This design comes from an exercise in tuning for a short achievable clock period and few clock cycles on the open sky130 flow, not from production work. RTL that was checked went through simulation tests only; none was proved equivalent to the original. No activity file was given, so power comes from the tool's default toggle rates.

==> 12-09: inputs <==
==> flow/design.v (excerpt) <==
module CPU(reset, clk, imem_addr, imem_data, dmem_addr, dmem_wdata, dmem_we, dmem_rdata);
==> flow/config.mk <==
export PLATFORM = sky130hd
export DESIGN_NAME = CPU
export DESIGN_NICKNAME = CPU
export VERILOG_FILES = /design/flow/design.v
export SDC_FILE = /design/flow/constraint.sdc
export NUM_CORES = 8
export LEC_CHECK = 0
export CAP_MARGIN = 30
export CORE_MARGIN = 2
export CORE_UTILIZATION = 40
export SLEW_MARGIN = 30
==> flow/constraint.sdc <==
create_clock -name core_clock -period 10.0 [get_ports {clk}]
set_input_delay 2.0000 -clock core_clock [delete_from_list [all_inputs] [get_ports {clk}]]
set_output_delay 2.0000 -clock core_clock [all_outputs]
set_load 0.01 [all_outputs]
standard.sh (not shown) runs the stock make flow with config.mk's settings and CLKGATE_MAP_FILE= SYNTH_SCRIPT=/design/flow/synth_recipe.tcl, a recipe that flattens the netlist after the stock synthesis.
==> flow/flow/run.sh <==
#!/bin/bash
# The standard layout (standard.sh), with these changes to how it is made:
#  - synthesis: the standard flow's own script (synth_recipe.tcl), except that abc maps with flow/abc.script
#    (a delay-driven "map -D"), and ADDER_MAP_FILE is emptied so adders are left to abc as plain
#    logic rather than full/half adder cells. Registers and their names are unchanged.
#  - repair_timing aims for a setup slack margin larger than the design's clock period
#    leaves (flow/margin.txt, in ns), so it keeps shortening paths.
# Each tool's full output: make's in standard_flow.log, ORFS's per-step logs under orfs/logs/.
set -euo pipefail
W=$(pwd)
export MY_FLOW_DIR=$W/flow
MARGIN=$(cat flow/margin.txt)
sed 's#log_cmd abc {\*}$abc_args#set abc_args [lreplace $abc_args 1 1 $::env(MY_FLOW_DIR)/abc.script]\n  log_cmd abc {*}$abc_args#' \
    "$FLOW_HOME/scripts/synth.tcl" > "$W/synth_orfs.tcl"
grep -q 'MY_FLOW_DIR)/abc.script' "$W/synth_orfs.tcl"
sed "s#source \$::env(SCRIPTS_DIR)/synth.tcl#source $W/synth_orfs.tcl#" synth_recipe.tcl > "$W/my_synth.tcl"
grep -q "source $W/synth_orfs.tcl" "$W/my_synth.tcl"
bash standard.sh ADDER_MAP_FILE= SYNTH_SCRIPT="$W/my_synth.tcl" SETUP_SLACK_MARGIN=$MARGIN finish > standard_flow.log 2>&1
==> flow/flow/abc.script <==
strash
dch -f
map -D 500
topo
buffer -c
upsize -D 500
dnsize -D 500
stime -p
==> flow/flow/margin.txt <==
6.5
==> inputs of 08-06, as changes to 12-09 <==
--- a/flow/design.v
+++ b/flow/design.v
@@ -6,13 +6,12 @@
     output [31:0] dmem_addr, dmem_wdata;
     output dmem_we;
     input  [31:0] dmem_rdata;
     integer i, j;
     genvar g;
     reg  [31:0] pc;
-    reg  [31:0] pc_o;        
     reg  [15:0] btb_v;
     reg  [5:0]  btb_tag [0:15];
     reg  [9:0]  btb_tgt [0:15];
     reg  [1:0]  btb_ctr [0:15];
     reg         d_v;
     reg  [31:0] d_ir;
@@ -41,13 +40,12 @@
     reg  [1:0]  x_ctr;
     reg  [9:0]  x_pcl;
     reg         x_late;                    
     reg         x_la, x_lbo;               
     reg         m_v;
     reg  [31:0] m_res, m_sd;
-    reg  [31:0] m_addr;      
     reg  [4:0]  m_rd;
     reg         m_ld, m_lb, m_st;
     reg         m_late;
     reg         m_beq, m_bne, m_blez, m_bgtz, m_bltz, m_bgez;
     reg         m_pt, m_mpt, m_hit;
     reg         m_eq, m_aneg, m_azero;      
@@ -75,13 +73,13 @@
     wire       f_jrx = f_isr && (f_fn == 6'h08 || f_fn == 6'h09);
     wire       f_urs = !(f_op == 6'h02 || f_op == 6'h03 || f_op == 6'h0f || f_shift);
     wire       f_urt = (f_isr && !f_jrx) || f_op == 6'h04 || f_op == 6'h05 || f_op == 6'h2b;
     wire       f_cbr = (f_op[5:2] == 4'b0001) || (f_op == 6'h01 && imem_data[20:17] == 4'd0);
     wire [4:0] f_rs  = imem_data[25:21];
     wire [4:0] f_rt  = imem_data[20:16];
-    assign imem_addr = pc_o;
+    assign imem_addr = pc;
     wire [5:0] op = d_ir[31:26];
     wire [5:0] fn = d_ir[5:0];
     wire [4:0] rs = d_ir[25:21];
     wire [4:0] rt = d_ir[20:16];
     wire [4:0] rdf = d_ir[15:11];
     wire [15:0] imm = d_ir[15:0];
@@ -221,32 +219,22 @@
     wire [31:0] mem_val = m_ld ? ld_val : m_res;
     wire [31:0] la_a = x_la ? mem_val : ea;
     wire [31:0] la_b = x_lbo ? mem_val : eb;
     wire [31:0] a_next  = fa_x ? res : fa_m ? mem_val : rs_val;
     wire [31:0] b_next  = (b_rt && fb_x) ? res : (b_rt && fb_m) ? mem_val : b_val;
     wire [31:0] sd_next = fb_x ? res : fb_m ? mem_val : rt_val;
-    assign dmem_addr  = m_addr;
+    assign dmem_addr  = m_res;
     assign dmem_wdata = m_sd;
     assign dmem_we    = m_st;
-    always @(posedge clk)
+    always @(posedge clk or posedge reset)
         if (reset)
             pc <= 32'h00400000;
         else
             pc <= pc_next;
     always @(posedge clk or posedge reset)
         if (reset)
-            pc_o <= 32'h00400000;
-        else
-            pc_o <= pc_next;
-    always @(posedge clk or posedge reset)
-        if (reset)
-            m_addr <= 32'd0;
-        else
-            m_addr <= res;
-    always @(posedge clk or posedge reset)
-        if (reset)
             d_v <= 1'b0;
         else if (redirect)
             d_v <= 1'b0;
         else if (!stall)
             d_v <= 1'b1;
     always @(posedge clk)
@@ -258,17 +246,15 @@
             d_ptgt <= f_tgt[31:2];
             d_hit  <= f_hit;
             d_ctr  <= f_ctr;
             d_urs  <= f_urs;
             d_urt  <= f_urt;
             d_cbr  <= f_cbr;
+            d_rs_oh <= 32'd1 << f_rs;
+            d_rt_oh <= 32'd1 << f_rt;
         end
-    always @(posedge clk) begin
-        d_rs_oh <= stall ? (32'd1 << rs) : (32'd1 << f_rs);
-        d_rt_oh <= stall ? (32'd1 << rt) : (32'd1 << f_rt);
-    end
     always @(posedge clk or posedge reset)
         if (reset)
             stall <= 1'b0;
         else
             stall <= stall_next;
     always @(posedge clk or posedge reset)
==> flow/flow/run.sh (replaced) <==
#!/bin/bash
# The standard layout (standard.sh), with two changes to how it is made:
#  - ADDER_MAP_FILE is emptied, so adders are left to abc as plain logic instead of being
#    mapped onto the library's full/half adder cells (which gave much slower carry chains);
#    registers and their names are the same as the standard synthesis's.
#  - repair_timing aims for a setup slack margin larger than the design's clock period
#    leaves, so it keeps shortening paths (flow/margin.txt, in ns).
# make's output goes to standard_flow.log; ORFS's per-step logs are under orfs/logs/.
set -euo pipefail
MARGIN=$(cat flow/margin.txt)
bash standard.sh ADDER_MAP_FILE= SETUP_SLACK_MARGIN=$MARGIN finish > standard_flow.log 2>&1
removed: flow/flow/abc.script
==> inputs of 05-11, as changes to 12-09 <==
--- a/flow/design.v
+++ b/flow/design.v
@@ -11,33 +11,41 @@
     reg  [31:0] pc;
     reg  [31:0] pc_o;        
     reg  [15:0] btb_v;
     reg  [5:0]  btb_tag [0:15];
     reg  [9:0]  btb_tgt [0:15];
     reg  [1:0]  btb_ctr [0:15];
+    reg  [1:0]  fo_v;
+    reg  [31:2] fo_tag0, fo_tag1, fo_tgt0, fo_tgt1;
+    reg         fo_ptr;
+    reg         fu_en;
+    reg  [31:2] fu_tag, fu_tgt;
     reg         d_v;
+    reg         d_fold;      
     reg  [31:0] d_ir;
     reg  [31:0] d_pc4;
     reg  [9:0]  d_pcl;       
     reg         d_pt;        
     reg  [31:2] d_ptgt;      
     reg         d_hit;
     reg  [1:0]  d_ctr;
     reg         d_urs, d_urt, d_cbr;
     reg  [31:0] d_rs_oh, d_rt_oh;    
+    reg         d_rs_wb, d_rt_wb;    
     reg         stall;               
     reg         x_v;
     reg  [31:0] x_a, x_b, x_sd;            
     reg  [4:0]  x_rd;                      
     reg         x_ld, x_lb, x_st;
     reg         x_sub, x_uns;
     reg  [3:0]  x_tt;
     reg         x_radd, x_rlog, x_rslt, x_rshl, x_rshr, x_sra;
     reg  [4:0]  x_sh;
     reg         x_beq, x_bne, x_blez, x_bgtz, x_bltz, x_bgez, x_jmp, x_jr;
     reg         x_pt, x_sk;
+    reg         x_fold, x_ctl, x_jp;       
     reg  [31:2] x_ptgt;
     reg  [31:0] x_tgt, x_pc4;
     reg         x_hit;
     reg  [1:0]  x_ctr;
     reg  [9:0]  x_pcl;
     reg         x_late;                    
@@ -45,12 +53,13 @@
     reg         m_v;
     reg  [31:0] m_res, m_sd;
     reg  [31:0] m_addr;      
     reg  [4:0]  m_rd;
     reg         m_ld, m_lb, m_st;
     reg         m_late;
+    reg         m_nc;                      
     reg         m_beq, m_bne, m_blez, m_bgtz, m_bltz, m_bgez;
     reg         m_pt, m_mpt, m_hit;
     reg         m_eq, m_aneg, m_azero;      
     reg  [1:0]  m_ctr;
     reg  [9:0]  m_pcl;
     reg  [31:0] m_tgt, m_pc4;
@@ -65,12 +74,18 @@
     wire [3:0]  f_idx = pc[5:2];
     wire [9:0]  f_tl  = btb_tgt[f_idx];
     wire [1:0]  f_ctr = btb_ctr[f_idx];
     wire        f_hit = btb_v[f_idx] && (btb_tag[f_idx] == pc[11:6]);
     wire        f_pt  = f_hit && f_ctr[1];
     wire [31:0] f_tgt = {pc[31:12], f_tl, 2'b00};
+    wire        fo_h0  = fo_v[0] && (fo_tag0 == pc[31:2]);
+    wire        fo_h1  = fo_v[1] && (fo_tag1 == pc[31:2]);
+    wire        f_fold = fo_h0 || fo_h1;
+    wire [31:2] fo_t   = fo_h0 ? fo_tgt0 : fo_tgt1;
+    wire        f_ptx  = f_pt || f_fold;
+    wire [31:2] f_ptgt = f_fold ? fo_t : f_tgt[31:2];
     wire [5:0] f_op  = imem_data[31:26];
     wire [5:0] f_fn  = imem_data[5:0];
     wire       f_isr = (f_op == 6'h00);
     wire       f_shift = f_isr && (f_fn == 6'h00 || f_fn == 6'h02 || f_fn == 6'h03);
     wire       f_jrx = f_isr && (f_fn == 6'h08 || f_fn == 6'h09);
     wire       f_urs = !(f_op == 6'h02 || f_op == 6'h03 || f_op == 6'h0f || f_shift);
@@ -131,14 +146,14 @@
         rt_rd = 32'd0;
         for (j = 1; j < 32; j = j + 1) begin
             rs_rd = rs_rd | ({32{d_rs_oh[j]}} & rf[j]);
             rt_rd = rt_rd | ({32{d_rt_oh[j]}} & rf[j]);
         end
     end
-    wire [31:0] rs_val = (rs != 5'd0 && rs == w_rd) ? w_res : rs_rd;
-    wire [31:0] rt_val = (rt != 5'd0 && rt == w_rd) ? w_res : rt_rd;
+    wire [31:0] rs_val = rs_rd | ({32{d_rs_wb}} & w_res);
+    wire [31:0] rt_val = rt_rd | ({32{d_rt_wb}} & w_res);
     wire x_ldv  = x_v && x_ld && (x_rd != 5'd0);
     wire dep_rs = d_urs && (rs == x_rd);
     wire dep_rt = d_urt && (rt == x_rd);
     wire ld_dep = d_v && x_ldv && (dep_rs || dep_rt);
     wire late   = ld_dep && d_cbr;
     wire id_ldd = d_v && i_ld && (rt != 5'd0);
@@ -152,13 +167,13 @@
     wire fb_m = mw && (rt == m_rd) && !fb_x;
     wire b_rt = !(i_immop || i_link);
     wire [31:0] imm_s = {{16{imm[15]}}, imm};
     wire [31:0] imm_v = i_lui ? {imm, 16'd0} :
                         (i_andi || i_ori || i_xori) ? {16'd0, imm} :
                         imm_s;
-    wire [31:0] b_val = i_link ? d_pc4 : i_immop ? imm_v : rt_val;
+    wire [31:0] b_imm = i_link ? d_pc4 : imm_v;
     wire [31:0] br_tgt = d_pc4 + {imm_s[29:0], 2'b00};
     wire [31:0] j_tgt  = {d_pc4[31:28], d_ir[25:0], 2'b00};
     wire [31:0] tgt    = (i_j || i_jal) ? j_tgt : br_tgt;
     wire [3:0] tt = (i_andr || i_andi) ? 4'b1000 :
                     (i_orr  || i_ori)  ? 4'b1110 :
                     (i_xorr || i_xori) ? 4'b0110 :
@@ -194,39 +209,42 @@
     wire mr_n    = ml && m_pt;
     wire x_mpt   = !(x_pt && ({x_ptgt, 2'b00} == x_tgt));
     wire skip_x  = x_sk && !d_pt;
     wire xe      = x_v && !x_late;                   
     wire xr_t    = xe && x_mpt && !skip_x;
     wire xk_t    = xe && (x_mpt || skip_x);          
-    wire xr_n    = xe && (x_jr || x_pt);
+    wire xr_n    = xe && (x_jr || (x_pt && !(x_fold && !x_ctl)));
     wire [31:0] x_rpcn = x_jr ? ea : x_pc4;
     wire redir_m = taken_m ? mr_t : mr_n;
     wire kill_x  = redir_m;                          
     wire redir_x = !kill_x && (taken_x ? xr_t : xr_n);
     wire redirect = redir_m || redir_x;
     wire kill_d  = redirect || (!kill_x && taken_x && xk_t);
     wire s_mt = taken_m && mr_t;
     wire s_mn = !taken_m && mr_n;
     wire s_xt = !kill_x && taken_x && xr_t;
     wire s_xn = !kill_x && !taken_x && xr_n;
-    wire [31:0] pc_if = stall ? pc : f_pt ? f_tgt : pc4_f;
+    wire [31:0] pc_if = stall ? pc : f_ptx ? {f_ptgt, 2'b00} : pc4_f;
     wire [31:0] pc_next = ({32{s_mt}} & m_tgt) | ({32{s_mn}} & m_pc4) |
                           ({32{s_xt}} & x_tgt) | ({32{s_xn}} & x_rpcn) |
                           ({32{!redirect}} & pc_if);
     wire x_isbr = x_beq || x_bne || x_blez || x_bgtz || x_bltz || x_bgez;
     wire [7:0] ld_byte = (m_res[1:0] == 2'd0) ? dmem_rdata[7:0] :
                          (m_res[1:0] == 2'd1) ? dmem_rdata[15:8] :
                          (m_res[1:0] == 2'd2) ? dmem_rdata[23:16] :
                                                 dmem_rdata[31:24];
     wire [31:0] ld_val = m_lb ? {24'd0, ld_byte} : dmem_rdata;
     wire [31:0] mem_val = m_ld ? ld_val : m_res;
     wire [31:0] la_a = x_la ? mem_val : ea;
     wire [31:0] la_b = x_lbo ? mem_val : eb;
-    wire [31:0] a_next  = fa_x ? res : fa_m ? mem_val : rs_val;
-    wire [31:0] b_next  = (b_rt && fb_x) ? res : (b_rt && fb_m) ? mem_val : b_val;
-    wire [31:0] sd_next = fb_x ? res : fb_m ? mem_val : rt_val;
+    wire fa_d = !fa_x && !fa_m;
+    wire fb_d = !fb_x && !fb_m;
+    wire [31:0] a_next  = ({32{fa_x}} & res) | ({32{fa_m}} & mem_val) | ({32{fa_d}} & rs_val);
+    wire [31:0] b_next  = ({32{b_rt && fb_x}} & res) | ({32{b_rt && fb_m}} & mem_val) |
+                          ({32{b_rt && fb_d}} & rt_val) | ({32{!b_rt}} & b_imm);
+    wire [31:0] sd_next = ({32{fb_x}} & res) | ({32{fb_m}} & mem_val) | ({32{fb_d}} & rt_val);
     assign dmem_addr  = m_addr;
     assign dmem_wdata = m_sd;
     assign dmem_we    = m_st;
     always @(posedge clk)
         if (reset)
             pc <= 32'h00400000;
@@ -251,23 +269,31 @@
             d_v <= 1'b1;
     always @(posedge clk)
         if (!stall) begin
             d_ir   <= imem_data;
             d_pc4  <= pc4_f;
             d_pcl  <= pc[11:2];
-            d_pt   <= f_pt;
-            d_ptgt <= f_tgt[31:2];
+            d_pt   <= f_ptx;
+            d_ptgt <= f_ptgt;
+            d_fold <= f_fold;
             d_hit  <= f_hit;
             d_ctr  <= f_ctr;
             d_urs  <= f_urs;
             d_urt  <= f_urt;
             d_cbr  <= f_cbr;
         end
+    wire [4:0] nw_rd  = m_v ? m_rd : 5'd0;
+    wire [4:0] rs_n   = stall ? rs : f_rs;
+    wire [4:0] rt_n   = stall ? rt : f_rt;
+    wire       rs_wbn = (rs_n != 5'd0) && (rs_n == nw_rd);
+    wire       rt_wbn = (rt_n != 5'd0) && (rt_n == nw_rd);
     always @(posedge clk) begin
-        d_rs_oh <= stall ? (32'd1 << rs) : (32'd1 << f_rs);
-        d_rt_oh <= stall ? (32'd1 << rt) : (32'd1 << f_rt);
+        d_rs_oh <= rs_wbn ? 32'd0 : (32'd1 << rs_n);
+        d_rt_oh <= rt_wbn ? 32'd0 : (32'd1 << rt_n);
+        d_rs_wb <= rs_wbn;
+        d_rt_wb <= rt_wbn;
     end
     always @(posedge clk or posedge reset)
         if (reset)
             stall <= 1'b0;
         else
             stall <= stall_next;
@@ -286,12 +312,15 @@
         x_bgtz <= i_bgtz;
         x_bltz <= i_bltz;
         x_bgez <= i_bgez;
         x_jmp  <= i_j || i_jal;
         x_jr   <= i_jr || i_jalr;
         x_pt   <= d_pt;
+        x_fold <= d_fold;
+        x_ctl  <= i_cbr || i_j || i_jal || i_jr || i_jalr;
+        x_jp   <= i_j;
         x_sk   <= i_cbr && (imm == 16'd1) && !d_pt;
         x_late <= late;
         x_la   <= dep_rs;
         x_lbo  <= dep_rt;
         x_a    <= a_next;
         x_b    <= b_next;
@@ -340,12 +369,13 @@
         m_eq   <= (la_a == la_b);
         m_aneg <= la_a[31];
         m_azero <= (la_a == 32'd0);
         m_mpt  <= x_mpt;
         m_tgt  <= x_tgt;
         m_pc4  <= x_pc4;
+        m_nc   <= !x_ctl;
         m_hit  <= x_hit;
         m_ctr  <= x_ctr;
         m_pcl  <= x_pcl;
     end
     always @(posedge clk or posedge reset)
         if (reset)
@@ -377,12 +407,39 @@
     wire [1:0] u_new = u_jmp ? 2'd3 :
                        !u_hit ? 2'd2 :
                        u_taken ? ((u_ctr == 2'd3) ? 2'd3 : u_ctr + 2'd1) :
                                  ((u_ctr == 2'd0) ? 2'd0 : u_ctr - 2'd1);
     always @(posedge clk or posedge reset)
         if (reset)
+            fu_en <= 1'b0;
+        else
+            fu_en <= xe && !kill_x && x_jp && m_v && m_nc && (m_pc4[31:2] + 30'd1 == x_pc4[31:2]);
+    always @(posedge clk) begin
+        fu_tag <= m_pc4[31:2] - 30'd1;
+        fu_tgt <= x_tgt[31:2];
+    end
+    always @(posedge clk or posedge reset)
+        if (reset) begin
+            fo_v   <= 2'b00;
+            fo_ptr <= 1'b0;
+        end else if (fu_en) begin
+            fo_v[fo_ptr] <= 1'b1;
+            fo_ptr <= !fo_ptr;
+        end
+    always @(posedge clk)
+        if (fu_en) begin
+            if (fo_ptr) begin
+                fo_tag1 <= fu_tag;
+                fo_tgt1 <= fu_tgt;
+            end else begin
+                fo_tag0 <= fu_tag;
+                fo_tgt0 <= fu_tgt;
+            end
+        end
+    always @(posedge clk or posedge reset)
+        if (reset)
             btb_v <= 16'd0;
         else if (u_en)
             btb_v[u_pcl[3:0]] <= 1'b1;
     always @(posedge clk)
         if (u_en) begin
             btb_tag[u_pcl[3:0]] <= u_pcl[9:4];
==> inputs of 08-20, as changes to 12-09 <==
--- a/flow/design.v
+++ b/flow/design.v
@@ -11,13 +11,19 @@
     reg  [31:0] pc;
     reg  [31:0] pc_o;        
     reg  [15:0] btb_v;
     reg  [5:0]  btb_tag [0:15];
     reg  [9:0]  btb_tgt [0:15];
     reg  [1:0]  btb_ctr [0:15];
+    reg  [1:0]  fo_v;
+    reg  [31:2] fo_tag0, fo_tag1, fo_tgt0, fo_tgt1;
+    reg         fo_ptr;
+    reg         fu_en;
+    reg  [31:2] fu_tag, fu_tgt;
     reg         d_v;
+    reg         d_fold;      
     reg  [31:0] d_ir;
     reg  [31:0] d_pc4;
     reg  [9:0]  d_pcl;       
     reg         d_pt;        
     reg  [31:2] d_ptgt;      
     reg         d_hit;
@@ -32,12 +38,13 @@
     reg         x_sub, x_uns;
     reg  [3:0]  x_tt;
     reg         x_radd, x_rlog, x_rslt, x_rshl, x_rshr, x_sra;
     reg  [4:0]  x_sh;
     reg         x_beq, x_bne, x_blez, x_bgtz, x_bltz, x_bgez, x_jmp, x_jr;
     reg         x_pt, x_sk;
+    reg         x_fold, x_ctl, x_jp;       
     reg  [31:2] x_ptgt;
     reg  [31:0] x_tgt, x_pc4;
     reg         x_hit;
     reg  [1:0]  x_ctr;
     reg  [9:0]  x_pcl;
     reg         x_late;                    
@@ -45,12 +52,13 @@
     reg         m_v;
     reg  [31:0] m_res, m_sd;
     reg  [31:0] m_addr;      
     reg  [4:0]  m_rd;
     reg         m_ld, m_lb, m_st;
     reg         m_late;
+    reg         m_nc;                      
     reg         m_beq, m_bne, m_blez, m_bgtz, m_bltz, m_bgez;
     reg         m_pt, m_mpt, m_hit;
     reg         m_eq, m_aneg, m_azero;      
     reg  [1:0]  m_ctr;
     reg  [9:0]  m_pcl;
     reg  [31:0] m_tgt, m_pc4;
@@ -65,12 +73,18 @@
     wire [3:0]  f_idx = pc[5:2];
     wire [9:0]  f_tl  = btb_tgt[f_idx];
     wire [1:0]  f_ctr = btb_ctr[f_idx];
     wire        f_hit = btb_v[f_idx] && (btb_tag[f_idx] == pc[11:6]);
     wire        f_pt  = f_hit && f_ctr[1];
     wire [31:0] f_tgt = {pc[31:12], f_tl, 2'b00};
+    wire        fo_h0  = fo_v[0] && (fo_tag0 == pc[31:2]);
+    wire        fo_h1  = fo_v[1] && (fo_tag1 == pc[31:2]);
+    wire        f_fold = fo_h0 || fo_h1;
+    wire [31:2] fo_t   = fo_h0 ? fo_tgt0 : fo_tgt1;
+    wire        f_ptx  = f_pt || f_fold;
+    wire [31:2] f_ptgt = f_fold ? fo_t : f_tgt[31:2];
     wire [5:0] f_op  = imem_data[31:26];
     wire [5:0] f_fn  = imem_data[5:0];
     wire       f_isr = (f_op == 6'h00);
     wire       f_shift = f_isr && (f_fn == 6'h00 || f_fn == 6'h02 || f_fn == 6'h03);
     wire       f_jrx = f_isr && (f_fn == 6'h08 || f_fn == 6'h09);
     wire       f_urs = !(f_op == 6'h02 || f_op == 6'h03 || f_op == 6'h0f || f_shift);
@@ -194,24 +208,24 @@
     wire mr_n    = ml && m_pt;
     wire x_mpt   = !(x_pt && ({x_ptgt, 2'b00} == x_tgt));
     wire skip_x  = x_sk && !d_pt;
     wire xe      = x_v && !x_late;                   
     wire xr_t    = xe && x_mpt && !skip_x;
     wire xk_t    = xe && (x_mpt || skip_x);          
-    wire xr_n    = xe && (x_jr || x_pt);
+    wire xr_n    = xe && (x_jr || (x_pt && !(x_fold && !x_ctl)));
     wire [31:0] x_rpcn = x_jr ? ea : x_pc4;
     wire redir_m = taken_m ? mr_t : mr_n;
     wire kill_x  = redir_m;                          
     wire redir_x = !kill_x && (taken_x ? xr_t : xr_n);
     wire redirect = redir_m || redir_x;
     wire kill_d  = redirect || (!kill_x && taken_x && xk_t);
     wire s_mt = taken_m && mr_t;
     wire s_mn = !taken_m && mr_n;
     wire s_xt = !kill_x && taken_x && xr_t;
     wire s_xn = !kill_x && !taken_x && xr_n;
-    wire [31:0] pc_if = stall ? pc : f_pt ? f_tgt : pc4_f;
+    wire [31:0] pc_if = stall ? pc : f_ptx ? {f_ptgt, 2'b00} : pc4_f;
     wire [31:0] pc_next = ({32{s_mt}} & m_tgt) | ({32{s_mn}} & m_pc4) |
                           ({32{s_xt}} & x_tgt) | ({32{s_xn}} & x_rpcn) |
                           ({32{!redirect}} & pc_if);
     wire x_isbr = x_beq || x_bne || x_blez || x_bgtz || x_bltz || x_bgez;
     wire [7:0] ld_byte = (m_res[1:0] == 2'd0) ? dmem_rdata[7:0] :
                          (m_res[1:0] == 2'd1) ? dmem_rdata[15:8] :
@@ -251,14 +265,15 @@
             d_v <= 1'b1;
     always @(posedge clk)
         if (!stall) begin
             d_ir   <= imem_data;
             d_pc4  <= pc4_f;
             d_pcl  <= pc[11:2];
-            d_pt   <= f_pt;
-            d_ptgt <= f_tgt[31:2];
+            d_pt   <= f_ptx;
+            d_ptgt <= f_ptgt;
+            d_fold <= f_fold;
             d_hit  <= f_hit;
             d_ctr  <= f_ctr;
             d_urs  <= f_urs;
             d_urt  <= f_urt;
             d_cbr  <= f_cbr;
         end
@@ -286,12 +301,15 @@
         x_bgtz <= i_bgtz;
         x_bltz <= i_bltz;
         x_bgez <= i_bgez;
         x_jmp  <= i_j || i_jal;
         x_jr   <= i_jr || i_jalr;
         x_pt   <= d_pt;
+        x_fold <= d_fold;
+        x_ctl  <= i_cbr || i_j || i_jal || i_jr || i_jalr;
+        x_jp   <= i_j;
         x_sk   <= i_cbr && (imm == 16'd1) && !d_pt;
         x_late <= late;
         x_la   <= dep_rs;
         x_lbo  <= dep_rt;
         x_a    <= a_next;
         x_b    <= b_next;
@@ -340,12 +358,13 @@
         m_eq   <= (la_a == la_b);
         m_aneg <= la_a[31];
         m_azero <= (la_a == 32'd0);
         m_mpt  <= x_mpt;
         m_tgt  <= x_tgt;
         m_pc4  <= x_pc4;
+        m_nc   <= !x_ctl;
         m_hit  <= x_hit;
         m_ctr  <= x_ctr;
         m_pcl  <= x_pcl;
     end
     always @(posedge clk or posedge reset)
         if (reset)
@@ -377,12 +396,39 @@
     wire [1:0] u_new = u_jmp ? 2'd3 :
                        !u_hit ? 2'd2 :
                        u_taken ? ((u_ctr == 2'd3) ? 2'd3 : u_ctr + 2'd1) :
                                  ((u_ctr == 2'd0) ? 2'd0 : u_ctr - 2'd1);
     always @(posedge clk or posedge reset)
         if (reset)
+            fu_en <= 1'b0;
+        else
+            fu_en <= xe && !kill_x && x_jp && m_v && m_nc && (m_pc4[31:2] + 30'd1 == x_pc4[31:2]);
+    always @(posedge clk) begin
+        fu_tag <= m_pc4[31:2] - 30'd1;
+        fu_tgt <= x_tgt[31:2];
+    end
+    always @(posedge clk or posedge reset)
+        if (reset) begin
+            fo_v   <= 2'b00;
+            fo_ptr <= 1'b0;
+        end else if (fu_en) begin
+            fo_v[fo_ptr] <= 1'b1;
+            fo_ptr <= !fo_ptr;
+        end
+    always @(posedge clk)
+        if (fu_en) begin
+            if (fo_ptr) begin
+                fo_tag1 <= fu_tag;
+                fo_tgt1 <= fu_tgt;
+            end else begin
+                fo_tag0 <= fu_tag;
+                fo_tgt0 <= fu_tgt;
+            end
+        end
+    always @(posedge clk or posedge reset)
+        if (reset)
             btb_v <= 16'd0;
         else if (u_en)
             btb_v[u_pcl[3:0]] <= 1'b1;
     always @(posedge clk)
         if (u_en) begin
             btb_tag[u_pcl[3:0]] <= u_pcl[9:4];
==> comparison table <==
quantity	12-09	08-20	08-06	05-11
Most common cell after layout, fill and taps aside	nand2_1	nand2_1	mux2_2	nand2_1
Number of antenna cells inserted	36	39	26	19
Routed via count	93,800	101,000	80,800	99,500
Depth of the critical timing path with buffers and inverters included	12	10	10	11
Die H	491 um	511 um	490 um	510 um
First-pass GRT wire length	657 mm	760 mm	591 mm	711 mm
Sequential fraction of the synthesis area	0.528	0.531	0.521	0.534
Number of well taps	3,150	3,384	3,150	3,366
Clock network power share	0.368	0.361	0.312	0.350
Worst path required time	10,820 ps	10,720 ps	10,820 ps	10,670 ps
Result of the run	timing/DRC/antenna clean	timing/DRC/antenna clean	timing/DRC/antenna clean	timing/DRC/antenna clean
Core Footprint	235,000 sq um	256,000 sq um	235,000 sq um	254,000 sq um
Total Routing Usage GR	0.379	0.413	0.342	0.385
FF+latch count, synth	2,032	2,193	1,968	2,195
Std cell rows	178	186	178	185
Count of plain and timing-repair buffers in the layout	478	598	685	485
Fmax	271 MHz	260 MHz	265 MHz	275 MHz
Testbench counts of 08-06, summed over its fixed seeds: cycles 358,060.
Testbench counts of 05-11, summed over its fixed seeds: cycles 338,621.
Testbench counts of 08-20, summed over its fixed seeds: cycles 338,621.
The RTL of 12-09 was laid out without a check of its function.

-- port drivers added, routing unchanged --
How much do the figures lean on ideal ports? The routed layouts below were timed once more, with nothing changed but the port constraints. Step 1: set_driving_cell puts a clkbuf_16 on clk and a buf_2 on each other input, an assumption about the parent block. Step 2 adds t to the input delays and takes it off the output delays; t is the mean of the earliest and latest rising clock arrival at the registers after step 1. Input paths then give back, and output paths get back, about the clock's delay inside the block. a / b / c = ideal ports / drivers / drivers and shift; a / b = the first two.
| run | t (ns) | slack for setup (ns) | pins driven straight from the clock port |
|---|---|---|---|
| 12-09 | 0.964 | 6.310 / 6.310 / 5.553 | 1 |
| 08-06 | 0.947 | 6.223 / 6.223 / 5.505 | 1 |
| 05-11 | 0.980 | 6.358 / 6.311 / 5.636 | 1 |
| 08-20 | 1.008 | 6.150 / 6.150 / 5.531 | 1 |
After both steps setup and hold are still met in every run listed. For 12-09, which loses most, drivers alone change the setup slack by 0.000 ns; drivers and shift together by -0.757 ns.
